This is an optimization exercise on Yosys and OpenROAD, whose aim is small area, not a production implementation.
The RTL was checked by simulation tests, not by an equivalence proof against the original design.
No activity file was given, so power comes from the tool's default toggle rates.

==> flow/design.v <==
`timescale 1ns/1ns
`default_nettype none
module top (input wire clk,
            input wire rst,
            input wire mic_data_1,
            input wire mic_data_2,
            output wire serial_tx,
            output wire mic_clk_1,
            output wire mic_clk_2,
            output wire serial_split);
localparam [11:0] NSAMP = 12'd3125;
localparam [11:0] NCMP  = NSAMP - 12'd1;
reg [7:0] cnt;
always @(posedge clk)
  if (rst) cnt <= 8'd0;
  else     cnt <= cnt + 8'd1;
reg fresh;   
always @(posedge clk)
  if (rst) fresh <= 1'b1;
  else if (cnt == 8'd255) fresh <= 1'b0;
assign mic_clk_1 = cnt[1];
assign mic_clk_2 = cnt[1];
wire [1:0] ph = cnt[1:0] - 2'd1;                  
wire snap   = (cnt >= 8'd253) || (cnt == 8'd0);   
wire ifresh = fresh && (cnt[7:2] == 6'd0);        
wire win    = (cnt >= 8'd140) && (cnt < 8'd158);  
wire bfirst = (cnt == 8'd140);
wire zero   = fresh;                               
wire so1, so2;
cicint CIC1 (.clk(clk), .snap(snap), .win(win), .ifresh(ifresh), .ph(ph),
             .d_in(mic_data_1), .so(so1));
cicint CIC2 (.clk(clk), .snap(snap), .win(win), .ifresh(ifresh), .ph(ph),
             .d_in(mic_data_2), .so(so2));
wire [237:0] qa, qb;
combring RA (.clk(clk), .win(win), .bfirst(bfirst), .zero(zero), .x(so1),
             .ext(1'b1), .xin(qb[0]), .q(qa));
combring RB (.clk(clk), .win(win), .bfirst(bfirst), .zero(zero), .x(so2),
             .ext(1'b0), .xin(1'b0), .q(qb));
reg [17:0] a1, a2, a3;
always @(posedge clk)
  if (win) begin
    a1 <= {qa[54] & ~zero, a1[17:1]};
    a2 <= {a1[0] & ~zero, a2[17:1]};
    a3 <= {a2[0] & ~zero, a3[17:1]};
  end
reg        mb0, mb1;
reg [17:0] pa1;
always @* begin
  mb0 = 1'b0;
  if (cnt >= 8'd73 && cnt < 8'd91)        mb0 = qb[139];
  else if (cnt >= 8'd121 && cnt < 8'd139) mb0 = qb[73];
  else if (cnt >= 8'd169 && cnt < 8'd187) mb0 = qb[25];
  else if (cnt >= 8'd217 && cnt < 8'd235) mb0 = qb[197];
  else if (cnt >= 8'd9 && cnt < 8'd27)    mb0 = qa[167];
  mb1 = 1'b0; pa1 = a1;
  if (cnt >= 8'd158 && cnt < 8'd176)      begin mb1 = qb[0];   pa1 = a3; end
  else if (cnt >= 8'd206 && cnt < 8'd224) begin mb1 = qa[226]; pa1 = a2; end
  else if (cnt >= 8'd254 || cnt < 8'd16)  begin mb1 = qa[160]; pa1 = a2; end
  else if (cnt >= 8'd46 && cnt < 8'd64)   mb1 = qa[112];
  else if (cnt >= 8'd94 && cnt < 8'd112)  mb1 = qa[46];
end
reg        act;      
reg [1:0]  q;        
reg        scclr;    
reg        sceq;     
wire [7:0] u  = cnt - 8'd7;
wire [3:0] tl = {q, u[7:6]};           
wire [5:0] ti = u[5:0];                
wire       tend = act && q == 2'd2 && u[7];    
always @(posedge clk)
  if (rst) begin
    act <= 1'b0; q <= 2'd0; scclr <= 1'b0;
  end else begin
    if (cnt == 8'd6) begin
      if (sceq && !fresh) begin act <= 1'b1; q <= 2'd0; end
      else if (act) q <= q + 2'd1;
    end
    if (tend) begin act <= 1'b0; scclr <= 1'b1; end
    else if (cnt == 8'd68) scclr <= 1'b0;
  end
wire sending = act && !tend && (ti < 6'd48);
reg [255:0] r0, r1;
reg         e0, e1;
wire [9:0] clr;
genvar g;
generate
  for (g = 0; g < 10; g = g + 1) begin : gclr
    assign clr[g] = sending && (tl == g);
  end
endgenerate
wire        in0 = r0[18] & ~clr[3] & ~fresh;
wire        in1 = r1[18] & ~fresh;
wire        inc = (cnt == 8'd57);       
wire [19:0] t0  = {1'b0, e0 & ~fresh, r0[17:0]} + ((mb0 & ~fresh) ? {2'b0, a3}  : 20'd0) + {19'd0, inc};
wire [19:0] t1  = {1'b0, e1 & ~fresh, r1[17:0]} + ((mb1 & ~fresh) ? {2'b0, pa1} : 20'd0);
wire [18:0] w0  = t0[19:1] + {in0, 17'd0};
wire [18:0] w1  = t1[19:1] + {in1, 17'd0};
wire        scw = (cnt >= 8'd57) && (cnt < 8'd69);    
wire        o0  = (scw && scclr) ? inc : t0[0] & ~fresh;
wire [3:0]  scb = cnt[3:0] - 4'd9;                     
always @(posedge clk)
  if (scw) sceq <= (inc | sceq) & (o0 == NCMP[scb]);
reg [255:0] n0, n1;
always @* begin
  n0 = {o0, r0[255:19], w0[17:0]};
  n1 = {t1[0] & ~fresh, r1[255:19], w1[17:0]};
  if (clr[0]) n0[65]  = 1'b0;
  if (clr[1]) n0[49]  = 1'b0;
  if (clr[2]) n0[33]  = 1'b0;
  if (clr[5]) n0[193] = 1'b0;
  if (clr[4]) n1[150] = 1'b0;
  if (clr[6]) n1[70]  = 1'b0;
  if (clr[7]) n1[54]  = 1'b0;
  if (clr[8]) n1[38]  = 1'b0;
  if (clr[9]) n1[22]  = 1'b0;
end
always @(posedge clk) begin
  r0 <= n0;
  r1 <= n1;
  e0 <= w0[18];
  e1 <= w1[18];
end
reg tb;
always @* begin
  case (tl)
    4'd0: tb = r0[66];
    4'd1: tb = r0[50];
    4'd2: tb = r0[34];
    4'd3: tb = r0[18];
    4'd4: tb = r1[151];
    4'd5: tb = r0[194];
    4'd6: tb = r1[71];
    4'd7: tb = r1[55];
    4'd8: tb = r1[39];
    default: tb = r1[23];
  endcase
end
wire tx = !(act && !tend) | (sending & tb);
assign serial_tx = tx;
assign serial_split = tx;
endmodule
module cicint (input wire clk, input wire snap, input wire win,
               input wire ifresh, input wire [1:0] ph, input wire d_in,
               output wire so);
reg [19:0] i1, i2, i3, i4, i5;
reg        c1, c2, c3, c4, c5;
reg [17:0] dt;
wire       first = (ph == 2'd0);
wire [4:0] h1 = ifresh ? 5'd0 : i1[4:0];
wire [4:0] h2 = ifresh ? 5'd0 : i2[4:0];
wire [4:0] h3 = ifresh ? 5'd0 : i3[4:0];
wire [4:0] h4 = ifresh ? 5'd0 : i4[4:0];
wire [4:0] h5 = ifresh ? 5'd0 : i5[4:0];
wire [5:0] s1 = {1'b0, h1} + {5'd0, first ? d_in : c1 & ~ifresh};
wire [5:0] s2 = {1'b0, h2} + {1'b0, h1} + {5'd0, ~first & ~ifresh & c2};
wire [5:0] s3 = {1'b0, h3} + {1'b0, h2} + {5'd0, ~first & ~ifresh & c3};
wire [5:0] s4 = {1'b0, h4} + {1'b0, h3} + {5'd0, ~first & ~ifresh & c4};
wire [5:0] s5 = {1'b0, snap ? 5'd0 : h5} + {1'b0, h4} + {5'd0, ~first & ~ifresh & c5};
always @(posedge clk) begin
  i1 <= {s1[4:0], i1[19:5]};
  i2 <= {s2[4:0], i2[19:5]};
  i3 <= {s3[4:0], i3[19:5]};
  i4 <= {s4[4:0], i4[19:5]};
  i5 <= {s5[4:0], i5[19:5]};
  c1 <= s1[5]; c2 <= s2[5]; c3 <= s3[5]; c4 <= s4[5]; c5 <= s5[5];
end
reg [17:0] dn;
always @* begin
  dn = {dt[0], dt[17:1]};
  if (snap)
    case (ph)
      2'd0: begin dn[16] = h5[0]; dn[17] = h5[1]; dn[0] = h5[2]; dn[1] = h5[3]; dn[2] = h5[4]; end
      2'd1: begin dn[2] = h5[0]; dn[3] = h5[1]; dn[4] = h5[2]; dn[5] = h5[3]; dn[6] = h5[4]; end
      2'd2: begin dn[6] = h5[0]; dn[7] = h5[1]; dn[8] = h5[2]; dn[9] = h5[3]; dn[10] = h5[4]; end
      default: begin dn[10] = h5[0]; dn[11] = h5[1]; dn[12] = h5[2]; end
    endcase
end
always @(posedge clk) dt <= dn;
assign so = dt[0];
endmodule
module combring (input wire clk, input wire win, input wire bfirst,
                 input wire zero, input wire x, input wire ext,
                 input wire xin, output wire [237:0] q);
reg  [237:0] r;
reg  [3:0]   bw;
wire [3:0] xs = {r[108], r[144], r[180], r[216]};
wire [3:0] ys = {r[90],  r[126], r[162], r[198]};
wire [3:0] bin = bfirst ? 4'd0 : bw;
wire [3:0] df  = xs ^ ys ^ bin;
wire [3:0] bo  = (~xs & ys) | (~(xs ^ ys) & bin);
reg  [237:0] n;
integer k;
always @* begin
  n = {r[0], r[237:1]};
  if (win) begin
    n[233] = x;
    n[197] = df[0];
    n[161] = df[1];
    n[125] = df[2];
    n[89]  = df[3];
    if (ext) n[53] = xin;
    if (zero)
      for (k = 0; k < 13; k = k + 1) n[18*k+17] = 1'b0;
  end
end
always @(posedge clk) begin
  r <= n;
  bw <= bo;
end
assign q = r;
endmodule
==> flow/flow/run.sh <==
#!/bin/bash
set -euo pipefail
export CTS_ARGS='-sink_clustering_enable -repair_clock_nets -sink_clustering_size 20 -sink_clustering_max_diameter 50 -buf_list {sky130_fd_sc_hd__clkbuf_4 sky130_fd_sc_hd__clkbuf_8} -dont_use_dummy_load'
bash standard.sh finish > standard_flow.log 2>&1
==> flow/standard.sh <==
#!/bin/bash
# synth_recipe.tcl (not shown) runs the flow's synth.tcl, then flattens the netlist and writes it again
# the make line also repeats each setting of config.mk as NAME=value (left out here)
make -C /OpenROAD-flow-scripts/flow DESIGN_CONFIG=/design/flow/config.mk WORK_HOME=/design/flow/orfs CLKGATE_MAP_FILE= SYNTH_SCRIPT=/design/flow/synth_recipe.tcl "${@:-finish}"
==> flow/config.mk <==
export PLATFORM = sky130hd
export DESIGN_NAME = top
export DESIGN_NICKNAME = top
export VERILOG_FILES = /design/flow/design.v
export SDC_FILE = /design/flow/constraint.sdc
export NUM_CORES = 4
export LEC_CHECK = 0
export CAP_MARGIN = 20
export CORE_MARGIN = 2
export CORE_UTILIZATION = 60
export CTS_BUF_LIST = sky130_fd_sc_hd__clkbuf_8
export CTS_CLUSTER_DIAMETER = 50
export CTS_CLUSTER_SIZE = 20
export PLACE_DENSITY = 0.7
export SLEW_MARGIN = 20
==> flow/constraint.sdc <==
create_clock -name core_clock -period 10.0 [get_ports {clk}]
set_input_delay 2.0000 -clock core_clock [delete_from_list [all_inputs] [get_ports {clk}]]
set_output_delay 2.0000 -clock core_clock [all_outputs]
set_load 0.01 [all_outputs]
==> summary.md, run 1 <==
| Metric | Value |
|---|---|
| Commonest non-fill, non-tap cells in the layout | `dfxtp_1 (1257), nand2_1 (118), clkbuf_8 (89)` |
| Setup slack after layout | `4.40 ns` |
| Mapped Area | `around 33000 um2` |
| CTS resizes | `0` |
| Drt initial violations | `739` |
| Clock Tree Root | `clkbuf_8` |
| Area occupied by multi-input gates | `6030 um2` |
| Post-Syn Area per Cell | `14.9 um2` |
| FF+latch count, synth | `about 1300` |
| Final Cycle Share | `0.560` |
| Status | `no timing/DRC/antenna violations` |
| Pin slew with the least headroom to its limit | `around 0.9 ns` |
| Synthesis warning total | `3` |
| Post-synth top area share | `0.756` |
| Register area | `approximately 27000 um2` |
| EDFF count, synth | `between 50 and 60` |
| DRC Markers | `0` |
| Die height | `240 um` |
| Synthesized net count | `2352` |
| Most used DFF post-synth | `dfxtp_1` |
| All-Layer GR Usage | `0.158` |
| PwrDens | `213 nW/um2` |
| Maximum VDD drop | `0.000132 V` |
| Arr. time, crit path | `~3.6 ns` |
| Cell Rows | `86` |
| Startpoint types | `flip-flop` |
| Critical path capture point type | `primary output` |
| Total CTS buffers | `89` |
| RSZ-0062 raised after global routing | `no` |
| Die area | `57400 um2` |
| Placer's final routability congestion estimate | `approximately 0.80` |
| Min cycle time layout | `5.60 ns` |
| Avg WL per Cell | `14.1 um` |
| Hold Violations, Final | `0` |
| Final nets | `between 2000 and 2500` |
| WP data required | `8.00 ns` |
| Synth area leader | `dfxtp_1` |
| Largest cells by area after synthesis | `dfxtp_1 (76%), edfxtp_1 (5.0%), ha_1 (3.1%)` |
| Clock transition at path regs | `0.11 ns` |
| DR vias/cell | `4.81` |
| Synthesized netlist cell count | `2239` |
| Grt total ovfl | `0` |
| Kind of critical path | `flip-flop to primary output` |
| Worst skew pair latency | `0.70 ns` |
| Final TNS setup | `0 ns` |
| Number of port buffers | `7` |
| Cts hold-fix bufs | `0` |
| CP Cell Sequence | `ha_1 -> a21boi_4 -> xnor2_2 -> mux2_4 -> nand2_1 -> a21oi_1 -> a21oi_2 -> a31oi_1 -> clkdlybuf4s50_1` |
| Max incr delay on CP | `0.60 ns` |
| Via count of the first global-routing pass | `15000` |
| Syn-to-layout area delta | `6.16%` |
| Post-CTS Setup Bufs | `0` |
| CTS tree | `yes` |
| CP bufs+invs | `1` |
| Most common cell after layout, fill and taps aside | `dfxtp_1` |
| # fillers | `4048` |
| I/O Pins | `8` |
| Die W | `240 um` |
| Static leakage | `between 10 and 15 nW` |
| First-pass GRT wire length | `73100 um` |
| Number of antenna violations at the first check in global routing | `1` |
| Final wirelength | `42900 um` |
| Max clock buf depth | `3` |
| Pre-CTS WS | `5.00 ns` |
| Worst min-delay path category | `flip-flop to flip-flop` |
| Core ar. | `approximately 55000 um2` |
| Critical path peak fanout | `11` |
| 1st-pass router iterations | `6` |
| Antenna Nets Post-Route | `0` |
| Tot Pwr | `between 7 and 8 mW` |
| Initial core utilization | `0.605` |
| Max_cap viols | `0` |
| Slew Limit Fails | `0` |
| Slew HR | `0.408` |
| Yosys cell types | `69` |
| Sequential share of the synthesized area | `0.806` |
| Worst path top cell family by delay | `compound AO/OA/AOI/OAI gates` |
| Largest net degree at the start of global routing | `74` |
| CP max stage cell | `clkdlybuf4s50_1` |
| Fmax | `179 MHz` |
| HPWL after detailed placement | `26600 um` |
| Final setup vio count | `0` |
| Async set-or-reset flop fraction in the synthesized netlist | `0` |
| Clock tree sinks | `around 1300` |
| Clock skew | `0.0893 ns` |
| H-Tree Depth | `3` |
| Via count | `around 15000` |
| Share of cells above drive strength 1 | `0.0547` |
[report_power, final]
part	internal [mW]	total [mW]	switching, mW
clock network	0.800	2.20	1.40
registers	5.26	5.26	0.00476
logic	0.0113	0.0422	0.0309
total	6.07	7.51	1.44
[Yosys cell counts (20+ instances only)]
library cell / n
a21o_1: 44
a21oi_1: 54
and2_1: 67
clkbuf_1: 20
dfxtp_1: 1257
edfxtp_1: 55
fa_1: 27
ha_1: 82
inv_1: 58
nand2_1: 118
nor2_1: 85
o21ai_0: 54
xnor2_1: 37
xor2_1: 36
[stage by stage]
stage | cell area [um2] | hold slack [ns] | utilization | cells
global placement | 34100 | 0.310 | 0.620 | 2961
CTS | 35300 | 0.266 | 0.643 | 3050
floorplan | 33300 | 0.310 | - | 2239
global route | 35300 | 0.268 | 0.643 | 3051
detailed placement | 34100 | 0.312 | 0.620 | 2961
finish | 35300 | 0.270 | 0.643 | 3051
[worst paths after layout]
path / startpoint / end / slack (ns) / depth (start not counted)
max: cnt[1] / serial_tx / 4.40 / 9
min: RA.r[163] / RA.r[162] / 0.27 / 0
max reg2reg: cnt[1] / e0 / 5.01 / 23
min reg2reg: RA.r[163] / RA.r[162] / 0.27 / 0
[logic make-up after synthesis]
| family | after synthesis | synth area share |
|---|---|---|
| adders and majority gates | 109 | 0.0471 |
| muxes | 20 | 0.00616 |
| and+or+nand+nor | 364 | 0.0539 |
| DFF | 1312 | 0.806 |
| buffers and inverters | 96 | 0.0132 |
| AOI/OAI and AO/OA | 263 | 0.0535 |
| xor gates and xnor gates | 75 | 0.0205 |
[routing by layer]
layer,global-route usage,wire (um)
met2,0.241,18600
met3,0.0337,1510
met5,0,0
met1,0.220,21300
met4,0.0678,1440
[sequential cells by signal (all words and copies together), names as in the netlist, 2 cells and up]
signal / count
CIC1.i1: 20
CIC2.i4: 20
CIC1.i3: 20
CIC1.i4: 20
CIC2.i1: 20
RA.r: 238
CIC1.dt: 18
a3: 18
r0: 256
CIC1.i2: 20
cnt: 8
RB.bw: 4
RB.r: 238
r1: 256
CIC2.i3: 20
a2: 18
CIC2.i2: 20
RA.bw: 4
a1: 18
CIC2.i5: 20
CIC1.i5: 20
CIC2.dt: 18
q: 2
[final cells by class]
| type | instances | area share |
|---|---|---|
| antenna | 1 | 0.0000708 |
| clock buffer | 89 | 0.0347 |
| inverter | 58 | 0.00616 |
| multi-input combinational | 831 | 0.171 |
| sequential | 1312 | 0.759 |
| tap | 748 | 0.0265 |
| timing repair buffer | 12 | 0.00305 |
==> run 2: changes to the inputs <==
--- a/flow/design.v
+++ b/flow/design.v
@@ -93,4 +93,4 @@
 wire        inc = (cnt == 8'd57);       
-wire [19:0] t0  = {1'b0, e0 & ~fresh, r0[17:0]} + ((mb0 & ~fresh) ? {2'b0, a3}  : 20'd0) + {19'd0, inc};
-wire [19:0] t1  = {1'b0, e1 & ~fresh, r1[17:0]} + ((mb1 & ~fresh) ? {2'b0, pa1} : 20'd0);
+wire [19:0] t0  = {1'b0, e0 & ~fresh, r0[17:0] & ~{18{fresh}}} + ((mb0 & ~fresh) ? {2'b0, a3}  : 20'd0) + {19'd0, inc};
+wire [19:0] t1  = {1'b0, e1 & ~fresh, r1[17:0] & ~{18{fresh}}} + ((mb1 & ~fresh) ? {2'b0, pa1} : 20'd0);
 wire [18:0] w0  = t0[19:1] + {in0, 17'd0};
==> flow/flow/run.sh (replaced) <==
#!/bin/bash
set -euo pipefail
export CTS_ARGS="-sink_clustering_enable -repair_clock_nets -sink_clustering_size 20 -sink_clustering_max_diameter 50 -buf_list sky130_fd_sc_hd__clkbuf_8 -dont_use_dummy_load"
bash standard.sh finish > standard_flow.log 2>&1
--- a/flow/config.mk
+++ b/flow/config.mk
@@ -9,3 +9,3 @@
 export CORE_MARGIN = 2
-export CORE_UTILIZATION = 60
+export CORE_UTILIZATION = 70
 export CTS_BUF_LIST = sky130_fd_sc_hd__clkbuf_8
@@ -13,3 +13,3 @@
 export CTS_CLUSTER_SIZE = 20
-export PLACE_DENSITY = 0.7
+export PLACE_DENSITY = 0.8
 export SLEW_MARGIN = 20
==> summary.md, run 2 <==
| Metric | Value |
|---|---|
| Status | `no timing/DRC/antenna violations` |
| Mapped Area | `33500 um2 (+0.67%)` |
| Number of port buffers | `7 (unchanged)` |
| Clock transition at path regs | `0.12 ns (about the same)` |
| Die area | `49600 um2 (-13%)` |
| Hold Worst Slack | `0.253 ns (-0.0170 ns)` |
| Drt initial violations | `945 (+28%)` |
| H-Tree Depth | `3 (unchanged)` |
| Area occupied by multi-input gates | `6200 um2 (+2.8%)` |
| Via count of the first global-routing pass | `15400 (+3.2%)` |
| DR vias/cell | `5.12 (+6.5%)` |
| Worst reg-to-reg setup slack | `4.55 ns (-0.46 ns)` |
| Initial core utilization | `0.706 (+0.101)` |
| Final setup vio count | `0 (unchanged)` |
| Biggest regs | `r0 (256), r1 (256)` |
| Share of cells above drive strength 1 | `0.0456 (-0.00914)` |
| WP data required | `8.00 ns (about the same)` |
| Final TNS setup | `0 ns (unchanged)` |
| First-pass GRT wire length | `80000 um (+9.4%)` |
| Async set-or-reset flop fraction in the synthesized netlist | `0 (unchanged)` |
| Cell area after layout | `35300 um2 (-0.23%)` |
| Avg WL per Cell | `16.7 um (+19%)` |
| Most used DFF post-synth | `dfxtp_1` |
| Final nets | `2462 (+1.9%)` |
| Worst min-delay path category | `flip-flop to flip-flop` |
| Arr. time, crit path | `4.05 ns (+0.45 ns)` |
| 1st-pass router iterations | `5 (-1)` |
| Post-CTS Setup Bufs | `0 (unchanged)` |
| Register area | `26800 um2 (about the same)` |
| Placer's final routability congestion estimate | `0.830 (+4.0%)` |
| Syn-to-layout area delta | `5.22%` |
| Largest net degree at the start of global routing | `71 (-4.1%)` |
| Hold Violations, Final | `0 (unchanged)` |
| I/O Pins | `8 (unchanged)` |
| PwrDens | `213 nW/um2 (about the same)` |
| DRC Markers | `0 (unchanged)` |
| Tot Pwr | `7.50 mW (-0.19%)` |
| Slew Limit Fails | `0 (unchanged)` |
| Final wirelength | `49400 um (+15%)` |
| Clock Tree Root | `clkbuf_8` |
| HPWL after detailed placement | `30200 um (+14%)` |
| Count leader, synth | `dfxtp_1` |
| Die W | `223 um (-7.0%)` |
| Most common cell after layout, fill and taps aside | `dfxtp_1` |
| Kind of critical path | `flip-flop to primary output` |
| Clock tree sinks | `1312 (unchanged)` |
| Clock skew | `0.0964 ns (+0.00709 ns)` |
| Number of antenna violations at the first check in global routing | `2 (+1)` |
| Grt total ovfl | `0 (unchanged)` |
| Slew HR | `0.305 (-0.104)` |
| Final Cycle Share | `0.605 (+0.0450)` |
| Yosys cell types | `69 (unchanged)` |
| Synth area leader | `dfxtp_1` |
| Critical path capture point type | `primary output` |
| # fillers | `2983 (-26%)` |
| # diodes | `0 (-1)` |
| Synthesized net count | `2414 (+2.6%)` |
| Fmax | `165 MHz (-7.4%)` |
| Post-Syn Area per Cell | `14.6 um2 (-2.0%)` |
| FF+latch count, synth | `1312 (unchanged)` |
| Startpoint types | `flip-flop` |
| Maximum VDD drop | `0.000181 V (+38%)` |
| Commonest non-fill, non-tap cells in the layout | `dfxtp_1 (1256), nand2_1 (108), nor2_1 (96)` |
| Min cycle time layout | `6.05 ns (+0.450 ns)` |
| Pin slew with the least headroom to its limit | `1.04 ns (+0.155 ns)` |
| Die height | `223 um (-7.0%)` |
| EDFF count, synth | `55 (unchanged)` |
| Synthesized netlist cell count | `2301 (+2.8%)` |
| Cts hold-fix bufs | `0 (unchanged)` |
| DP Area | `34100 um2 (about the same)` |
| Via count | `15200 (+3.4%)` |
| Synthesis warning total | `3 (unchanged)` |
| Cell Rows | `80 (-7.0%)` |
| Post-synth top area share | `0.751 (-0.00500)` |
| RSZ-0062 raised after global routing | `no` |
| Core ar. | `47400 um2 (-14%)` |
| CTS resizes | `0 (unchanged)` |
| Static leakage | `14.7 nW (-0.81%)` |
| All-Layer GR Usage | `0.206 (+0.0473)` |
| Total CTS buffers | `81 (-9.0%)` |
| Largest cells by area after synthesis | `dfxtp_1 (75%), edfxtp_1 (4.9%), ha_1 (3.1%)` |
| Synth top cells by count | `dfxtp_1 (1257), nand2_1 (108), nor2_1 (96), ha_1 (82), a21oi_1 (75)` |
| CTS tree | `yes` |
| Worst skew pair latency | `0.71 ns (about the same)` |
| Antenna Nets Post-Route | `0 (unchanged)` |
| Max clock buf depth | `3 (unchanged)` |
| Max_cap viols | `0 (unchanged)` |
| Critical path peak fanout | `12 (+1)` |
| Sequential share of the synthesized area | `0.800 (-0.00533)` |
## run 2: cells by family (layout without fill, tap and decap cells)
group,count (synthesis),count (layout),synth area share
fa+ha+maj,110,110,0.0471
simple gates,413,413,0.0618
mux,21,21,0.00635
xor+xnor,69,69,0.0180
buf+inv,111,157,0.0146
flops,1312,1312,0.800
compound gates,265,265,0.0518
## run 2: final timing paths
| path | startpoint | to | depth (start not counted) |
|---|---|---|---|
| worst max-delay path | cnt[0] | serial_split | 9 |
| worst min-delay path | RA.r[50] | RA.r[49] | 0 |
| worst max register to register | cnt[0] | e0 | 21 |
| worst min register to register | RA.r[50] | RA.r[49] | 0 |
## run 2: final cells by class
type,count,area share
flip-flops and latches,1312,0.761
multi-input cells,878,0.176
clock buffers,81,0.0316
well taps,615,0.0218
inverters,63,0.00671
repair buffers,13,0.00327
## run 2: where the power goes
group          internal (mW)  total, mW  switching (mW)
logic                 0.0179     0.0565          0.0386
clock network          0.733       2.16            1.42
registers               5.27       5.28         0.00869
## run 2: worst max-delay path: stages (launching register included)
cell	delay [ns]
dfxtp_1	0.53
ha_1	0.61
a2111oi_4	0.17
xnor2_1	0.51
mux2_2	0.41
a32oi_1	0.14
a21oi_1	0.11
o31ai_1	0.25
nand2_1	0.14
clkdlybuf4s50_1	0.50
## run 2: per-stage QoR
stage               utilization  setup slack (ns)  std cells
detailed placement        0.720              4.57       2881
floorplan                     -              5.35       2301
global placement          0.720              4.60       2881
CTS                       0.743              3.95       2962
global route              0.743              3.73       2962
finish                    0.743              3.95       2962
## run 2: layer usage
layer,vias up,routed length [um],track usage
li1,7524,-,-
met1,7287,23200,0.278
met2,250,22900,0.333
met3,104,1850,0.0417
met4,0,1510,0.0727
met5,-,0,0
==> run 3: changes to the inputs <==
--- a/flow/config.mk
+++ b/flow/config.mk
@@ -9,3 +9,3 @@
 export CORE_MARGIN = 2
-export CORE_UTILIZATION = 70
+export CORE_UTILIZATION = 60
 export CTS_BUF_LIST = sky130_fd_sc_hd__clkbuf_8
@@ -13,3 +13,3 @@
 export CTS_CLUSTER_SIZE = 20
-export PLACE_DENSITY = 0.8
+export PLACE_DENSITY = 0.7
 export SLEW_MARGIN = 20
==> summary.md, run 3 <==
| Metric | Value |
|---|---|
| Status | `no timing/DRC/antenna violations` |
| Largest cells by area after synthesis | `dfxtp_1 (75%), edfxtp_1 (4.9%), ha_1 (3.1%)` |
| CTS tree | `yes` |
| Die W | `240 um (+7.9%)` |
| Biggest regs | `r0 (256), r1 (256)` |
| Post-Synth Simple-Gate Area | `0.0618 (unchanged)` |
| Grt total ovfl | `0 (unchanged)` |
| Placer's final routability congestion estimate | `0.788 (-5.0%)` |
| Die area | `57700 um2 (+16%)` |
| Syn-to-layout area delta | `6.04%` |
| CTS resizes | `0 (unchanged)` |
| Antenna Nets Post-Route | `0 (unchanged)` |
| Slew Limit Fails | `0 (unchanged)` |
| Final TNS setup | `0 ns (unchanged)` |
| Drt initial violations | `725 (-23%)` |
| Largest net degree at the start of global routing | `71 (unchanged)` |
| Fmax | `166 MHz (+0.37%)` |
| Share of cells above drive strength 1 | `0.0489 (+0.00326)` |
| Synthesis warning total | `3 (unchanged)` |
| Synth Area in XOR/XNOR | `0.0180 (unchanged)` |
| Setup slack after layout | `3.98 ns (+0.0226 ns)` |
| Async set-or-reset flop fraction in the synthesized netlist | `0 (unchanged)` |
| Cell Rows | `86 (+7.5%)` |
| Clock Tree Root | `clkbuf_8` |
| Hold Violations, Final | `0 (unchanged)` |
| Most common cell after layout, fill and taps aside | `dfxtp_1` |
| Complex-gate fraction of the synthesized area | `0.0518 (unchanged)` |
| Synth top cells by count | `dfxtp_1 (1257), nand2_1 (108), nor2_1 (96), ha_1 (82), a21oi_1 (75)` |
| Min cycle time layout | `6.02 ns (-0.0226 ns)` |
| Initial core utilization | `0.607 (-0.0992)` |
| DR vias/cell | `4.81 (-6.1%)` |
| Synth area leader | `dfxtp_1` |
| Synthesized netlist cell count | `2301 (unchanged)` |
| Commonest non-fill, non-tap cells in the layout | `dfxtp_1 (1256), nand2_1 (108), nor2_1 (96)` |
| Synthesized net count | `2414 (unchanged)` |
| Arr. time, crit path | `4.02 ns (-0.03 ns)` |
| Static leakage | `14.8 nW (+0.37%)` |
| Count leader, synth | `dfxtp_1` |
| Worst skew pair latency | `0.70 ns (about the same)` |
| Max_cap viols | `0 (unchanged)` |
| Clock transition at path regs | `0.11 ns (about the same)` |
| # fillers | `3965 (+33%)` |
| Final Cycle Share | `0.602 (-0.00226)` |
| Total CTS buffers | `89 (+9.9%)` |
| Critical path peak fanout | `12 (unchanged)` |
| Yosys cell types | `69 (unchanged)` |
| Synth Area in Adders | `0.0471 (unchanged)` |
| Post-Syn Area per Cell | `14.6 um2 (unchanged)` |
| FF+latch count, synth | `1312 (unchanged)` |
| Worst min-delay path category | `flip-flop to flip-flop` |
| Core ar. | `55200 um2 (+16%)` |
| WP data required | `8.00 ns (about the same)` |
| Sequential share of the synthesized area | `0.800 (unchanged)` |
| Clock skew | `0.0746 ns (-0.0218 ns)` |
| Largest family of logic cells by synthesized area | `simple AND/OR/NAND/NOR gates` |
| Via count | `14900 (-1.6%)` |
| Max clock buf depth | `3 (unchanged)` |
| DRC Markers | `0 (unchanged)` |
| Final setup vio count | `0 (unchanged)` |
| Critical path capture point type | `primary output` |
| Avg WL per Cell | `14.2 um (-15%)` |
| Startpoint types | `flip-flop` |
| Maximum VDD drop | `0.000174 V (-3.8%)` |
| H-Tree Depth | `3 (unchanged)` |
| Kind of critical path | `flip-flop to primary output` |
| Hold Worst Slack | `0.258 ns (+0.00490 ns)` |
| Mux contribution to synthesized area | `0.00635 (unchanged)` |
| All-Layer GR Usage | `0.160 (-0.0454)` |
| Final nets | `2469 (+0.28%)` |
| Post-synth top area share | `0.751 (unchanged)` |
| PwrDens | `212 nW/um2 (-0.20%)` |
| Number of antenna violations at the first check in global routing | `4 (+2)` |
| Cts hold-fix bufs | `0 (unchanged)` |
| First-pass GRT wire length | `73600 um (-8.0%)` |
| Pin slew with the least headroom to its limit | `1.10 ns (+0.0542 ns)` |
| Number of port buffers | `7 (unchanged)` |
| I/O Pins | `8 (unchanged)` |
| Clock tree sinks | `1312 (unchanged)` |
| RSZ-0062 raised after global routing | `no` |
| Mapped Area | `33500 um2 (unchanged)` |
| Via count of the first global-routing pass | `14900 (-3.5%)` |
| Pre-CTS WS | `4.61 ns (+0.0357 ns)` |
| HPWL after detailed placement | `27400 um (-9.3%)` |
| Slew HR | `0.268 (-0.0361)` |
| EDFF count, synth | `55 (unchanged)` |
| Final wirelength | `44100 um (-11%)` |
| Die height | `240 um (+7.9%)` |
| Post-CTS Setup Bufs | `0 (unchanged)` |
| Most used DFF post-synth | `dfxtp_1` |
| 1st-pass router iterations | `5 (unchanged)` |
run 3: path summary, 6_finish.rpt:
kind         slack, ns           to  cells after the start   startpoint
max reg2reg       4.50           e0                     22       cnt[1]
min               0.26  CIC1.i2[11]                      0  CIC1.i2[16]
max               3.98    serial_tx                      9       cnt[0]
min reg2reg       0.26  CIC1.i2[11]                      0  CIC1.i2[16]
run 3: metrics by stage:
step | instance area, um2 | total power [mW] | util | instances
floorplan | 33500 | 5.44 | - | 2301
global placement | 34300 | 5.46 | 0.621 | 3013
detailed placement | 34300 | 5.46 | 0.621 | 3013
CTS | 35500 | 7.65 | 0.644 | 3102
global route | 35500 | 7.84 | 0.644 | 3103
finish | 35500 | 7.54 | 0.644 | 3103
run 3: power by group:
part	switching, mW	internal (mW)
combinational	0.0379	0.0179
sequential	0.00829	5.27
clock	1.40	0.800
total	1.45	6.09
run 3: kinds of logic after synthesis:
kind of cell | after synthesis
muxes | 21
xor gates and xnor gates | 69
DFF | 1312
adders and majority gates | 110
AOI/OAI and AO/OA | 265
and+or+nand+nor | 413
buffers and inverters | 111
run 3: area by class of cell:
class	count	area, um2	area share
timing repair buffer	12	108	0.00303
inverter	63	236	0.00666
antenna	1	2.50	0.0000704
sequential	1312	26800	0.755
tap	748	936	0.0263
clock buffer	89	1220	0.0345
multi-input combinational	878	6200	0.175
run 3: critical path, stage by stage (launching register included):
cell	delay [ns]
dfxtp_1	0.50
ha_1	0.56
a2111oi_4	0.16
xnor2_1	0.54
mux2_2	0.41
a32oi_1	0.16
a21oi_1	0.09
o31ai_1	0.24
nand2_1	0.16
clkdlybuf4s50_1	0.51
run 3: metal layers:
metal | global-route usage | up-vias | share of wire
met1 | 0.231 | 7084 | 0.51
met2 | 0.238 | 201 | 0.42
met4 | 0.0570 | 0 | 0.029
li1 | - | 7538 | -
met3 | 0.0352 | 101 | 0.038
met5 | 0 | - | 0
==> run 4: changes to the inputs <==
==> flow/flow/run.sh (replaced) <==
#!/bin/bash
set -euo pipefail
export CTS_ARGS='-sink_clustering_enable -repair_clock_nets -sink_clustering_size 36 -sink_clustering_max_diameter 45 -buf_list sky130_fd_sc_hd__clkbuf_16 -dont_use_dummy_load'
bash standard.sh finish > standard_flow.log 2>&1
==> summary.md, run 4 <==
| Metric | Value |
|---|---|
| PwrDens | `234 nW/um2 (+10%)` |
| Worst skew pair latency | `0.65 ns (-0.05 ns)` |
| Synthesized net count | `2414 (unchanged)` |
| Cts hold-fix bufs | `0 (unchanged)` |
| Die area | `57700 um2 (unchanged)` |
| Mapped Area | `33500 um2 (unchanged)` |
| Gate power share | `0.007 (about the same)` |
| Fmax | `167 MHz (+0.90%)` |
| Status | `no timing/DRC/antenna violations` |
| WP data required | `8.00 ns (about the same)` |
| Largest cells by area after synthesis | `dfxtp_1 (75%), edfxtp_1 (4.9%), ha_1 (3.1%)` |
| Clock tree sinks | `1312 (unchanged)` |
| Syn-to-layout area delta | `9.70%` |
| Sequential fraction of design power | `0.614 (-0.087)` |
| Placer's final routability congestion estimate | `0.788 (unchanged)` |
| Post-CTS Setup Bufs | `0 (unchanged)` |
| Most used DFF post-synth | `dfxtp_1` |
| Hold Violations, Final | `0 (unchanged)` |
| Slew Limit Fails | `0 (unchanged)` |
| Clock Tree Root | `clkbuf_16` |
| Area occupied by multi-input gates | `6200 um2 (unchanged)` |
| Core ar. | `55200 um2 (unchanged)` |
| Avg WL per Cell | `14.7 um (+3.7%)` |
| Via count of the first global-routing pass | `15300 (+2.9%)` |
| Critical path capture point type | `primary output` |
| HPWL after detailed placement | `27400 um (unchanged)` |
| Antenna Nets Post-Route | `0 (unchanged)` |
| DR vias/cell | `4.84 (+0.65%)` |
| Clock transition at path regs | `0.09 ns (-0.02 ns)` |
| Post-Syn Area per Cell | `14.6 um2 (unchanged)` |
| Die height | `240 um (unchanged)` |
| Drt initial violations | `781 (+7.7%)` |
| Internal power | `7.01 mW (+15%)` |
| Startpoint types | `flip-flop` |
| Pin slew with the least headroom to its limit | `1.09 ns (-0.00645 ns)` |
| Clk network pwr share | `0.380 (+0.088)` |
| First-pass GRT wire length | `76100 um (+3.3%)` |
| Initial core utilization | `0.607 (unchanged)` |
| I/O Pins | `8 (unchanged)` |
| CTS resizes | `0 (unchanged)` |
| FF+latch count, synth | `1312 (unchanged)` |
| Min cycle time layout | `5.97 ns (-0.0535 ns)` |
| Final nets | `2478 (+0.36%)` |
| Count leader, synth | `dfxtp_1` |
| Commonest non-fill, non-tap cells in the layout | `dfxtp_1 (1256), nand2_1 (108), clkbuf_16 (98)` |
| Grt total ovfl | `0 (unchanged)` |
| EDFF count, synth | `55 (unchanged)` |
| Register area | `26800 um2 (unchanged)` |
| Largest net degree at the start of global routing | `71 (unchanged)` |
| Die W | `240 um (unchanged)` |
| # diodes | `0 (-1)` |
| Max_cap viols | `0 (unchanged)` |
| RSZ-0062 raised after global routing | `no` |
| CTS tree | `yes` |
| Maximum VDD drop | `0.000172 V (-1.1%)` |
| # fillers | `3801 (-4.1%)` |
| Final setup vio count | `0 (unchanged)` |
| Number of port buffers | `7 (unchanged)` |
| Sw power | `1.60 mW (+10%)` |
| Static leakage | `15.3 nW (+3.8%)` |
| Synth area leader | `dfxtp_1` |
| Most common cell after layout, fill and taps aside | `dfxtp_1` |
| Sequential share of the synthesized area | `0.800 (unchanged)` |
| 1st-pass router iterations | `5 (unchanged)` |
| Slew HR | `0.273 (+0.00430)` |
| Kind of critical path | `flip-flop to primary output` |
| Number of antenna violations at the first check in global routing | `2 (-2)` |
| Final Cycle Share | `0.597 (-0.00535)` |
| Final TNS setup | `0 ns (unchanged)` |
| Worst reg-to-reg setup slack | `4.49 ns (about the same)` |
| Synth top cells by count | `dfxtp_1 (1257), nand2_1 (108), nor2_1 (96), ha_1 (82), a21oi_1 (75)` |
| Biggest regs | `r0 (256), r1 (256)` |
| Clock skew | `0.0819 ns (+0.00739 ns)` |
| Async set-or-reset flop fraction in the synthesized netlist | `0 (unchanged)` |
| Cell Rows | `86 (unchanged)` |
| Final wirelength | `45900 um (+3.9%)` |
| Arr. time, crit path | `3.97 ns (-0.05 ns)` |
| Synthesized netlist cell count | `2301 (unchanged)` |
| Switch share | `0.185 (-0.00668)` |
| DRC Markers | `0 (unchanged)` |
| Yosys cell types | `69 (unchanged)` |
| Util after Layout | `0.666 (+0.0222)` |
| Synthesis warning total | `3 (unchanged)` |
| Via count | `15100 (+0.91%)` |
| H-Tree Depth | `3 (unchanged)` |
| Total CTS buffers | `98 (+10%)` |
| Share of cells above drive strength 1 | `0.0525 (+0.00362)` |
| Max clock buf depth | `3 (unchanged)` |
| Worst min-delay path category | `flip-flop to flip-flop` |
| All-Layer GR Usage | `0.166 (+0.00574)` |
| Post-synth top area share | `0.751 (unchanged)` |
| Critical path peak fanout | `12 (unchanged)` |
==> run 4: cell counts after synthesis <==
No cell type changed its count.
==> run 4: final timing paths <==
kind	cells after the start	endpoint	startpoint
worst max register to register	22	e0	cnt[0]
worst max-delay path	9	serial_tx	cnt[0]
worst min-delay path	0	RB.r[103]	RB.r[104]
worst min register to register	0	RB.r[103]	RB.r[104]
==> run 4: metrics by stage <==
| stage | setup WS [ns] | instances | hold slack, ns | area, um2 | power, mW |
|---|---|---|---|---|---|
| after global placement | 4.73 | 3013 | 0.309 | 34300 | 5.46 |
| after global routing | 3.76 | 3111 | 0.273 | 36800 | 8.91 |
| after detailed placement | 4.61 | 3013 | 0.312 | 34300 | 5.46 |
| final | 4.03 | 3111 | 0.264 | 36800 | 8.61 |
| after floorplan | 5.35 | 2301 | 0.310 | 33500 | 5.44 |
| after CTS | 3.98 | 3111 | 0.269 | 36800 | 8.71 |
==> run 4: logic make-up (layout without fill, tap and decap cells) <==
kind of cell / Yosys count / after routing / share of synthesized area
buf+inv: 111 / 173 / 0.0146
simple gates: 413 / 413 / 0.0618
compound gates: 265 / 265 / 0.0518
flops: 1312 / 1312 / 0.800
fa+ha+maj: 110 / 110 / 0.0471
xor+xnor: 69 / 69 / 0.0180
mux: 21 / 21 / 0.00635
==> run 4: critical path: stages (launching register included) <==
cell and delay [ns]:
dfxtp_1 0.49, ha_1 0.56, a2111oi_4 0.16, xnor2_1 0.53, mux2_2 0.41, a32oi_1 0.16
a21oi_1 0.09, o31ai_1 0.24, nand2_1 0.17, clkdlybuf4s50_1 0.52
==> run 4: layer usage <==
| layer | part of all wire | track usage | vias to the layer above |
|---|---|---|---|
| met5 | 0 | 0 | - |
| met1 | 0.50 | 0.232 | 7164 |
| met2 | 0.44 | 0.256 | 211 |
| li1 | - | - | 7576 |
| met3 | 0.036 | 0.0361 | 109 |
| met4 | 0.026 | 0.0589 | 0 |
==> run 4: power groups by stage <==
stage	Combinational, mW	Sequential, mW	Clock (mW)
2_1_floorplan	0.0386	5.40	0
3_3_place_gp	0.0550	5.40	0
3_5_place_dp	0.0559	5.40	0
4_1_cts	0.0562	5.28	3.37
5_1_grt	0.0624	5.28	3.56
6_report	0.0560	5.29	3.27
==> run 4: layout make-up <==
class                      count  share of cell area
timing repair buffer          12             0.00293
multi-input combinational    878               0.169
clock buffer                  98              0.0667
tap                          748              0.0255
inverter                      63             0.00643
sequential                  1312               0.730
==> run 5: changes to the inputs <==
--- a/flow/design.v
+++ b/flow/design.v
@@ -93,6 +93,25 @@
 wire        inc = (cnt == 8'd57);       
-wire [19:0] t0  = {1'b0, e0 & ~fresh, r0[17:0] & ~{18{fresh}}} + ((mb0 & ~fresh) ? {2'b0, a3}  : 20'd0) + {19'd0, inc};
-wire [19:0] t1  = {1'b0, e1 & ~fresh, r1[17:0] & ~{18{fresh}}} + ((mb1 & ~fresh) ? {2'b0, pa1} : 20'd0);
-wire [18:0] w0  = t0[19:1] + {in0, 17'd0};
-wire [18:0] w1  = t1[19:1] + {in1, 17'd0};
+wire [17:0] x0 = r0[17:0] & ~{18{fresh}};
+wire [17:0] x1 = r1[17:0] & ~{18{fresh}};
+wire [17:0] y0 = a3  & {18{mb0 & ~fresh}};
+wire [17:0] y1 = pa1 & {18{mb1 & ~fresh}};
+wire [18:0] k0, k1;                        
+assign k0[0] = inc;
+assign k1[0] = 1'b0;
+genvar gb;
+generate
+  for (gb = 0; gb < 18; gb = gb + 1) begin : gadd
+    assign k0[gb+1] = (x0[gb] & y0[gb]) | (k0[gb] & (x0[gb] ^ y0[gb]));
+    assign k1[gb+1] = (x1[gb] & y1[gb]) | (k1[gb] & (x1[gb] ^ y1[gb]));
+  end
+endgenerate
+wire [19:0] t0, t1;
+assign t0[17:0] = x0 ^ y0 ^ k0[17:0];
+assign t1[17:0] = x1 ^ y1 ^ k1[17:0];
+assign t0[18] = (e0 & ~fresh) ^ k0[18];
+assign t1[18] = (e1 & ~fresh) ^ k1[18];
+assign t0[19] = e0 & ~fresh & k0[18];
+assign t1[19] = e1 & ~fresh & k1[18];
+wire [18:0] w0 = {t0[19] | (t0[18] & in0), t0[18] ^ in0, t0[17:1]};
+wire [18:0] w1 = {t1[19] | (t1[18] & in1), t1[18] ^ in1, t1[17:1]};
 wire        scw = (cnt >= 8'd57) && (cnt < 8'd69);    
@@ -153,7 +172,14 @@
 wire [4:0] h5 = ifresh ? 5'd0 : i5[4:0];
-wire [5:0] s1 = {1'b0, h1} + {5'd0, first ? d_in : c1 & ~ifresh};
-wire [5:0] s2 = {1'b0, h2} + {1'b0, h1} + {5'd0, ~first & ~ifresh & c2};
-wire [5:0] s3 = {1'b0, h3} + {1'b0, h2} + {5'd0, ~first & ~ifresh & c3};
-wire [5:0] s4 = {1'b0, h4} + {1'b0, h3} + {5'd0, ~first & ~ifresh & c4};
-wire [5:0] s5 = {1'b0, snap ? 5'd0 : h5} + {1'b0, h4} + {5'd0, ~first & ~ifresh & c5};
+wire       ci1 = first ? d_in : c1 & ~ifresh;
+wire       ci2 = ~first & ~ifresh & c2;
+wire       ci3 = ~first & ~ifresh & c3;
+wire       ci4 = ~first & ~ifresh & c4;
+wire       ci5 = ~first & ~ifresh & c5;
+wire [4:0] g5  = snap ? 5'd0 : h5;        
+wire [5:0] s1, s2, s3, s4, s5;
+rip5 A1 (.a(h1), .b(5'd0), .ci(ci1), .s(s1));
+rip5 A2 (.a(h2), .b(h1),   .ci(ci2), .s(s2));
+rip5 A3 (.a(h3), .b(h2),   .ci(ci3), .s(s3));
+rip5 A4 (.a(h4), .b(h3),   .ci(ci4), .s(s4));
+rip5 A5 (.a(g5), .b(h4),   .ci(ci5), .s(s5));
 always @(posedge clk) begin
@@ -211 +237,14 @@
 endmodule
+module rip5 (input wire [4:0] a, input wire [4:0] b, input wire ci,
+             output wire [5:0] s);
+wire [5:0] k;
+assign k[0] = ci;
+genvar i;
+generate
+  for (i = 0; i < 5; i = i + 1) begin : g
+    assign s[i]   = a[i] ^ b[i] ^ k[i];
+    assign k[i+1] = (a[i] & b[i]) | (k[i] & (a[i] ^ b[i]));
+  end
+endgenerate
+assign s[5] = k[5];
+endmodule
==> flow/flow/run.sh (replaced) <==
#!/bin/bash
set -euo pipefail
export CTS_ARGS="-sink_clustering_enable -repair_clock_nets -sink_clustering_size 20 -sink_clustering_max_diameter 50 -buf_list sky130_fd_sc_hd__clkbuf_8 -dont_use_dummy_load"
bash standard.sh finish > standard_flow.log 2>&1
==> summary.md, run 5 <==
| Metric | Value |
|---|---|
| Status | `no timing/DRC/antenna violations` |
| DR vias/cell | `4.70 (-2.9%)` |
| Number of antenna violations at the first check in global routing | `0 (-2)` |
| Sw power | `1.45 mW (-9.1%)` |
| Post-Syn Area per Cell | `15.9 um2 (+8.9%)` |
| Slew HR | `0.380 (+0.107)` |
| Final TNS setup | `0 ns (unchanged)` |
| Drt initial violations | `672 (-14%)` |
| Critical path capture point type | `flip-flop` |
| Die height | `236 um (-1.8%)` |
| Max incr delay on CP | `0.45 ns (-0.11 ns)` |
| Worst min-delay path category | `flip-flop to flip-flop` |
| Worst path most repeated cell | `fa_1` |
| EDFF count, synth | `55 (unchanged)` |
| PwrDens | `220 nW/um2 (-6.2%)` |
| Largest cells by area after synthesis | `dfxtp_1 (78%), fa_1 (5.3%), edfxtp_1 (5.1%)` |
| Core ar. | `52900 um2 (-4.2%)` |
| Clock transition at path regs | `0.11 ns (+0.02 ns)` |
| Critical path peak fanout | `7 (-5)` |
| Via count of the first global-routing pass | `13300 (-13%)` |
| Share of cells above drive strength 1 | `0.0589 (+0.00643)` |
| Biggest regs | `r0 (256), r1 (256)` |
| Largest net degree at the start of global routing | `72 (+1.4%)` |
| Internal power | `6.06 mW (-14%)` |
| Maximum VDD drop | `0.000136 V (-21%)` |
| R2r endpoint | `r0[17]` |
| Final wirelength | `39600 um (-14%)` |
| Die W | `236 um (-1.8%)` |
| Cell area after layout | `34200 um2 (-7.0%)` |
| Gate power share | `0.009 (+0.002)` |
| Clock tree sinks | `1312 (unchanged)` |
| Worst path top cell family by delay | `adder cells` |
| Initial core utilization | `0.610 (+0.00333)` |
| I/O Pins | `8 (unchanged)` |
| Fmax | `105 MHz (-37%)` |
| Reg2Reg Depth | `30 (+36%)` |
| Final Cycle Share | `0.955 (+0.358)` |
| Sequential share of the synthesized area | `0.831 (+0.0308)` |
| Sequential fraction of design power | `0.704 (+0.090)` |
| Hold path startpoint | `RA.r[49]` |
| Mapped Area | `32300 um2 (-3.7%)` |
| Final nets | `2199 (-11%)` |
| Post-CTS Setup Bufs | `0 (unchanged)` |
| Yosys cell types | `64 (-7.2%)` |
| WP data required | `10.59 ns (+2.59 ns)` |
| DRC Markers | `0 (unchanged)` |
| Synth top cells by count | `dfxtp_1 (1257), nand2_1 (102), fa_1 (85), inv_1 (80), and2_1 (59)` |
| Commonest non-fill, non-tap cells in the layout | `dfxtp_1 (1256), nand2_1 (102), fa_1 (85)` |
| Register area | `26800 um2 (unchanged)` |
| Worst Hold Depth | `0 (unchanged)` |
| Util after Layout | `0.647 (-0.0191)` |
| Startpoint types | `flip-flop` |
| RR Startpoint | `cnt[0]` |
| All-Layer GR Usage | `0.149 (-0.0168)` |
| Clk network pwr share | `0.287 (-0.093)` |
| Avg WL per Cell | `14.3 um (-3.2%)` |
| H-Tree Depth | `3 (unchanged)` |
| Placer's final routability congestion estimate | `0.810 (+2.8%)` |
| CP bufs+invs | `4 (+3)` |
| DP Area | `33000 um2 (-3.7%)` |
| Slew Limit Fails | `0 (unchanged)` |
| Hold endpoint | `RA.r[48]` |
| Via count | `13000 (-13%)` |
| Count leader, synth | `dfxtp_1` |
| # fillers | `3796 (-0.13%)` |
| Grt total ovfl | `0 (unchanged)` |
| Arr. time, crit path | `10.14 ns (+6.17 ns)` |
| Static leakage | `13.7 nW (-10%)` |
| Number of port buffers | `7 (unchanged)` |
| RSZ-0062 raised after global routing | `no` |
| Cts hold-fix bufs | `0 (unchanged)` |
| Pin slew with the least headroom to its limit | `0.922 ns (-0.169 ns)` |
| Synth area leader | `dfxtp_1` |
| Synthesis warning total | `3 (unchanged)` |
| # diodes | `0 (unchanged)` |
| 1st-pass router iterations | `5 (unchanged)` |
| Syn-to-layout area delta | `5.96%` |
| Die area | `55600 um2 (-3.6%)` |
| Min cycle time layout | `9.55 ns (+3.58 ns)` |
| Hold Violations, Final | `0 (unchanged)` |
| Async set-or-reset flop fraction in the synthesized netlist | `0 (unchanged)` |
| Antenna Nets Post-Route | `0 (unchanged)` |
| Synthesized net count | `2144 (-11%)` |
| Worst skew pair latency | `0.69 ns (+0.04 ns)` |
| Worst reg-to-reg setup slack | `0.45 ns (-4.04 ns)` |
| Setup slack after layout | `0.447 ns (-3.58 ns)` |
| Most used DFF post-synth | `dfxtp_1` |
| Clock skew | `0.0914 ns (+0.00947 ns)` |
| CTS tree | `yes` |
| HPWL after detailed placement | `23600 um (-14%)` |
| Most common cell after layout, fill and taps aside | `dfxtp_1` |
| Switch share | `0.193 (+0.00785)` |
| Area occupied by multi-input gates | `4890 um2 (-21%)` |
| Pre-CTS WS | `0.480 ns (-4.13 ns)` |
| CP max stage cell | `or3b_1` |
| Synthesized netlist cell count | `2035 (-12%)` |
| Total CTS buffers | `84 (-14%)` |
| First-pass GRT wire length | `66500 um (-13%)` |
| Post-synth top area share | `0.780 (+0.0289)` |
| Max clock buf depth | `3 (unchanged)` |
| Cell Rows | `84 (-2.3%)` |
| FF+latch count, synth | `1312 (unchanged)` |
| Kind of critical path | `flip-flop to flip-flop` |
| Clock Tree Root | `clkbuf_8` |
| Final setup vio count | `0 (unchanged)` |
| Max_cap viols | `0 (unchanged)` |
## run 5: changes by cell type after synthesis, sizes merged, moves of 18 or more
cell	delta
a21o	-38
a21oi	-65
fa	+58
ha	-62
inv	+18
nor2	-51
o21ai	-18
xnor2	-35
xor2	-26
## run 5: how the worst max path moves through the flow
stage	depth (start not counted)	slack [ns]	endpoint	start
after floorplan	31	0.74	r0[17]	cnt[1]
after global placement	30	0.63	r0[17]	cnt[0]
after detailed placement	30	0.48	r0[17]	cnt[0]
after CTS	30	0.39	r0[17]	cnt[0]
after global routing	30	0.01	r0[17]	cnt[0]
final	30	0.45	r0[17]	cnt[0]
## run 5: cell type report
cell class	count	area share
inverter	82	0.00900
tap	688	0.0252
multi-input combinational	591	0.143
sequential	1312	0.784
clock buffer	84	0.0338
timing repair buffer	19	0.00468
## run 5: logic make-up (layout without fill, tap and decap cells)
logic type,count (synthesis),in the layout,share of synthesized area
flops,1312,1312,0.831
simple gates,324,324,0.0525
buf+inv,132,185,0.0176
compound gates,128,128,0.0279
fa+ha+maj,105,105,0.0605
mux,26,26,0.00814
xor+xnor,8,8,0.00217
## run 5: power by group through the flow
stage	Combinational, mW	Clock [mW]	Sequential [mW]
after CTS	0.0647	2.25	5.29
final	0.0647	2.16	5.29
after detailed placement	0.0645	0	5.41
after global placement	0.0630	0	5.41
after floorplan	0.0468	0	5.41
after global routing	0.0728	2.43	5.29
## run 5: repair_timing
action / CTS / global route
gates resized for setup: 0 / 1
setup endpoints to repair: 0 / 1
endpoints found under the hold margin: 0 / 0
## run 5: metal layers
| layer | GRT usage | share of wire | vias up |
|---|---|---|---|
| li1 | - | - | 6478 |
| met1 | 0.211 | 0.50 | 6309 |
| met2 | 0.227 | 0.43 | 168 |
| met3 | 0.0351 | 0.039 | 89 |
| met4 | 0.0539 | 0.031 | 0 |
| met5 | 0 | 0 | - |
## run 5: through the flow
stage / cells / total power, mW / hold WS (ns)
finish: 2776 / 7.51 / 0.252
floorplan: 2035 / 5.45 / 0.310
CTS: 2776 / 7.60 / 0.243
global route: 2776 / 7.79 / 0.246
detailed placement: 2692 / 5.47 / 0.312
global placement: 2692 / 5.47 / 0.310
==> run 6: changes to the inputs <==
--- a/flow/design.v
+++ b/flow/design.v
@@ -93,4 +93,4 @@
 wire        inc = (cnt == 8'd57);       
-wire [17:0] x0 = r0[17:0] & ~{18{fresh}};
-wire [17:0] x1 = r1[17:0] & ~{18{fresh}};
+wire [17:0] x0 = r0[17:0];
+wire [17:0] x1 = r1[17:0];
 wire [17:0] y0 = a3  & {18{mb0 & ~fresh}};
@@ -98,3 +98,4 @@
 wire [18:0] k0, k1;                        
-assign k0[0] = inc;
+wire [19:0] t0, t1;
+assign k0[0] = inc & ~fresh;
 assign k1[0] = 1'b0;
@@ -103,9 +104,6 @@
   for (gb = 0; gb < 18; gb = gb + 1) begin : gadd
-    assign k0[gb+1] = (x0[gb] & y0[gb]) | (k0[gb] & (x0[gb] ^ y0[gb]));
-    assign k1[gb+1] = (x1[gb] & y1[gb]) | (k1[gb] & (x1[gb] ^ y1[gb]));
+    assign {k0[gb+1], t0[gb]} = {1'b0, x0[gb]} + {1'b0, y0[gb]} + {1'b0, k0[gb]};
+    assign {k1[gb+1], t1[gb]} = {1'b0, x1[gb]} + {1'b0, y1[gb]} + {1'b0, k1[gb]};
   end
 endgenerate
-wire [19:0] t0, t1;
-assign t0[17:0] = x0 ^ y0 ^ k0[17:0];
-assign t1[17:0] = x1 ^ y1 ^ k1[17:0];
 assign t0[18] = (e0 & ~fresh) ^ k0[18];
@@ -244,4 +242,3 @@
   for (i = 0; i < 5; i = i + 1) begin : g
-    assign s[i]   = a[i] ^ b[i] ^ k[i];
-    assign k[i+1] = (a[i] & b[i]) | (k[i] & (a[i] ^ b[i]));
+    assign {k[i+1], s[i]} = {1'b0, a[i]} + {1'b0, b[i]} + {1'b0, k[i]};
   end
==> summary.md, run 6 <==
| Metric | Value |
|---|---|
| Synthesized net count | `2103 (-1.9%)` |
| Via count of the first global-routing pass | `13200 (-0.77%)` |
| Cell area after layout | `34000 um2 (-0.54%)` |
| Synth area leader | `dfxtp_1` |
| CTS tree | `yes` |
| Cts hold-fix bufs | `0 (unchanged)` |
| Via count | `12800 (-1.9%)` |
| Die height | `235 um (-0.54%)` |
| FF+latch count, synth | `1312 (unchanged)` |
| Final TNS setup | `0 ns (unchanged)` |
| Grt total ovfl | `0 (unchanged)` |
| Slew HR | `0.332 (-0.0479)` |
| Die W | `235 um (-0.54%)` |
| Avg WL per Cell | `14.3 um (about the same)` |
| Count leader, synth | `dfxtp_1` |
| Final wirelength | `39200 um (-1.0%)` |
| Max clock buf depth | `3 (unchanged)` |
| Clock tree sinks | `1312 (unchanged)` |
| Status | `no timing/DRC/antenna violations` |
| Critical path capture point type | `flip-flop` |
| Drt initial violations | `667 (-0.74%)` |
| Clock skew | `0.0792 ns (-0.0122 ns)` |
| Util after Layout | `0.647 (about the same)` |
| Post-Synth Simple-Gate Area | `0.0442 (-0.00832)` |
| CP max stage cell | `fa_1` |
| Most used DFF post-synth | `dfxtp_1` |
| Post-synth top area share | `0.789 (+0.00862)` |
| Antenna Nets Post-Route | `0 (unchanged)` |
| Fmax | `104 MHz (-0.73%)` |
| Initial core utilization | `0.607 (-0.00305)` |
| Synthesis warning total | `3 (unchanged)` |
| Max_cap viols | `0 (unchanged)` |
| All-Layer GR Usage | `0.148 (-0.000918)` |
| Final Cycle Share | `0.962 (+0.00699)` |
| Pin slew with the least headroom to its limit | `1.00 ns (+0.0801 ns)` |
| Synth Area in XOR/XNOR | `0.00239 (+0.000220)` |
| Synthesized netlist cell count | `1995 (-2.0%)` |
| Worst path most repeated cell | `fa_1` |
| Mapped Area | `31900 um2 (-1.1%)` |
| Yosys cell types | `64 (unchanged)` |
| Biggest regs | `r0 (256), r1 (256)` |
| Most common cell after layout, fill and taps aside | `dfxtp_1` |
| DR vias/cell | `4.66 (-0.93%)` |
| # diodes | `0 (unchanged)` |
| Startpoint types | `flip-flop` |
| Arr. time, crit path | `10.20 ns (+0.06 ns)` |
| 1st-pass router iterations | `5 (unchanged)` |
| Tot Pwr | `7.51 mW (about the same)` |
| Min cycle time layout | `9.62 ns (+0.0699 ns)` |
| I/O Pins | `8 (unchanged)` |
| Max incr delay on CP | `0.44 ns (about the same)` |
| Clock transition at path regs | `0.11 ns (about the same)` |
| Synth Area in Adders | `0.0608 (+0.000277)` |
| # fillers | `3736 (-1.6%)` |
| Maximum VDD drop | `0.000153 V (+12%)` |
| Async set-or-reset flop fraction in the synthesized netlist | `0 (unchanged)` |
| EDFF count, synth | `55 (unchanged)` |
| Hold Violations, Final | `0 (unchanged)` |
| Final setup vio count | `0 (unchanged)` |
| Sequential share of the synthesized area | `0.840 (+0.00919)` |
| Static leakage | `13.7 nW (-0.23%)` |
| DP Area | `32800 um2 (-0.77%)` |
| Placer's final routability congestion estimate | `0.827 (+2.1%)` |
| Final nets | `2172 (-1.2%)` |
| Core ar. | `52600 um2 (-0.60%)` |
| Worst skew pair latency | `0.68 ns (about the same)` |
| Commonest non-fill, non-tap cells in the layout | `dfxtp_1 (1253), nand2_1 (111), inv_1 (92)` |
| Complex-gate fraction of the synthesized area | `0.0261 (-0.00181)` |
| Number of antenna violations at the first check in global routing | `0 (unchanged)` |
| DRC Markers | `0 (unchanged)` |
| Slew Limit Fails | `0 (unchanged)` |
| Synth top cells by count | `dfxtp_1 (1257), nand2_1 (112), inv_1 (93), fa_1 (85), edfxtp_1 (55)` |
| First-pass GRT wire length | `66500 um (about the same)` |
| Largest net degree at the start of global routing | `74 (+2.8%)` |
| Largest family of logic cells by synthesized area | `adder cells` |
| Die area | `55000 um2 (-1.1%)` |
| Syn-to-layout area delta | `6.56%` |
| Kind of critical path | `flip-flop to flip-flop` |
| Largest cells by area after synthesis | `dfxtp_1 (79%), fa_1 (5.3%), edfxtp_1 (5.2%)` |
| Worst min-delay path category | `flip-flop to flip-flop` |
| WP data required | `10.58 ns (about the same)` |
| Total CTS buffers | `85 (+1.2%)` |
| PwrDens | `221 nW/um2 (+0.55%)` |
| Clock Tree Root | `clkbuf_8` |
| Number of port buffers | `7 (unchanged)` |
| HPWL after detailed placement | `23200 um (-2.0%)` |
| Share of cells above drive strength 1 | `0.0640 (+0.00511)` |
| H-Tree Depth | `3 (unchanged)` |
| Cell Rows | `84 (unchanged)` |
| Mux contribution to synthesized area | `0.00867 (+0.000521)` |
| RSZ-0062 raised after global routing | `yes` |
| Critical path peak fanout | `10 (+3)` |
| Post-Syn Area per Cell | `16.0 um2 (+0.89%)` |
run 6: cell types whose count changed after synthesis, moves of 4 or more:
cell,delta
a21boi_0,-5
a211oi_2,-10
nand2_1,+10
nor2b_1,-35
and2_1,-7
clkbuf_1,-4
inv_1,+13
a32o_1,+4
a32oi_1,-4
a211oi_1,+14
nand4_1,+4
nor2_1,-11
o21a_1,+5
run 6: layout make-up:
| class | count | area, um2 | area share |
|---|---|---|---|
| clock buffer | 85 | 1170 | 0.0344 |
| multi-input combinational | 546 | 4590 | 0.135 |
| sequential | 1312 | 26800 | 0.789 |
| timing repair buffer | 25 | 209 | 0.00614 |
| tap | 688 | 861 | 0.0253 |
| inverter | 94 | 353 | 0.0104 |
run 6: kinds of logic after synthesis:
logic type	Yosys count
buffers and inverters	137
flip-flops	1312
XOR/XNOR	7
AO/OA/AOI/OAI	126
adder cells (fa/ha/maj)	104
AND/OR/NAND/NOR	283
multiplexers	26
run 6: critical path: cells and delay by family (launching register included):
family / cells / cell delay, ns
adders and majority gates: 19 / 7.94
AOI/OAI and AO/OA: 4 / 0.75
DFF: 1 / 0.32
buffers and inverters: 3 / 0.32
muxes: 1 / 0.23
run 6: timing repair:
item                       CTS  global route
gates resized for setup      0            19
setup endpoints to repair    0             3
setup buffers                0             0
run 6: power by group:
part / internal [mW] / leakage, nW / total [mW] / switching, mW
Clock: 0.767 / 0.611 / 2.17 / 1.40
Combinational: 0.0209 / 2.46 / 0.0602 / 0.0394
Sequential: 5.27 / 10.6 / 5.28 / 0.00688
run 6: path summary, 6_finish.rpt:
path              startpoint        to  slack, ns  depth (start not counted)
hold reg to reg     RA.r[24]  RA.r[23]       0.27                          0
setup reg to reg      cnt[1]    r1[17]       0.38                         27
hold / removal      RA.r[24]  RA.r[23]       0.27                          0
setup / recovery      cnt[1]    r1[17]       0.38                         27
run 6: stage by stage:
stage	std cells	setup WS [ns]	hold WS, ns
after floorplan	1995	0.0101	0.310
after global placement	2665	0.288	0.310
after detailed placement	2665	0.127	0.312
after CTS	2750	0.0747	0.270
after global routing	2750	-0.0409	0.268
final	2750	0.377	0.267
run 6: per-layer routing:
layer | vias to the layer above | track usage | share of wire
li1 | 6369 | - | -
met1 | 6179 | 0.220 | 0.51
met2 | 153 | 0.214 | 0.42
met3 | 101 | 0.0344 | 0.036
met4 | 0 | 0.0537 | 0.030
met5 | - | 0 | 0

-- separate check: timing with driven ports --
The flow's constraints put no driver on any port. The routed layouts listed below were extracted and timed again, unchanged, in two steps.
Step 1 (the two cells are an assumption about what drives the block):
set clk [get_ports {clk}]
set_driving_cell -lib_cell sky130_fd_sc_hd__clkbuf_16 $clk
set_driving_cell -lib_cell sky130_fd_sc_hd__buf_2 [delete_from_list [all_inputs] $clk]
Step 2, shift: input delay + t, output delay - t, t = (earliest + latest rising clock arrival at the registers) / 2. This alone moves slack from input paths to output paths.
Slacks: ideal / step 1 / step 2; pairs: ideal / step 1.
| run | shift t [ns] | setup slack, ns | latest minus earliest clock arrival (ns) |
|---|---|---|---|
| run 1 | 0.707 | 4.404 / 4.352 / 5.010 | 0.089 / 0.090 |
| run 2 | 0.713 | 3.953 / 3.902 / 4.550 | 0.098 / 0.097 |
| run 3 | 0.718 | 3.976 / 3.919 / 4.502 | 0.075 / 0.074 |
| run 4 | 0.670 | 4.029 / 3.969 / 4.486 | 0.083 / 0.083 |
| run 5 | 0.692 | 0.447 / 0.447 / 0.447 | 0.093 / 0.093 |
| run 6 | 0.700 | 0.377 / 0.377 / 0.377 | 0.080 / 0.079 |
After both steps setup and hold are still met in every run listed.
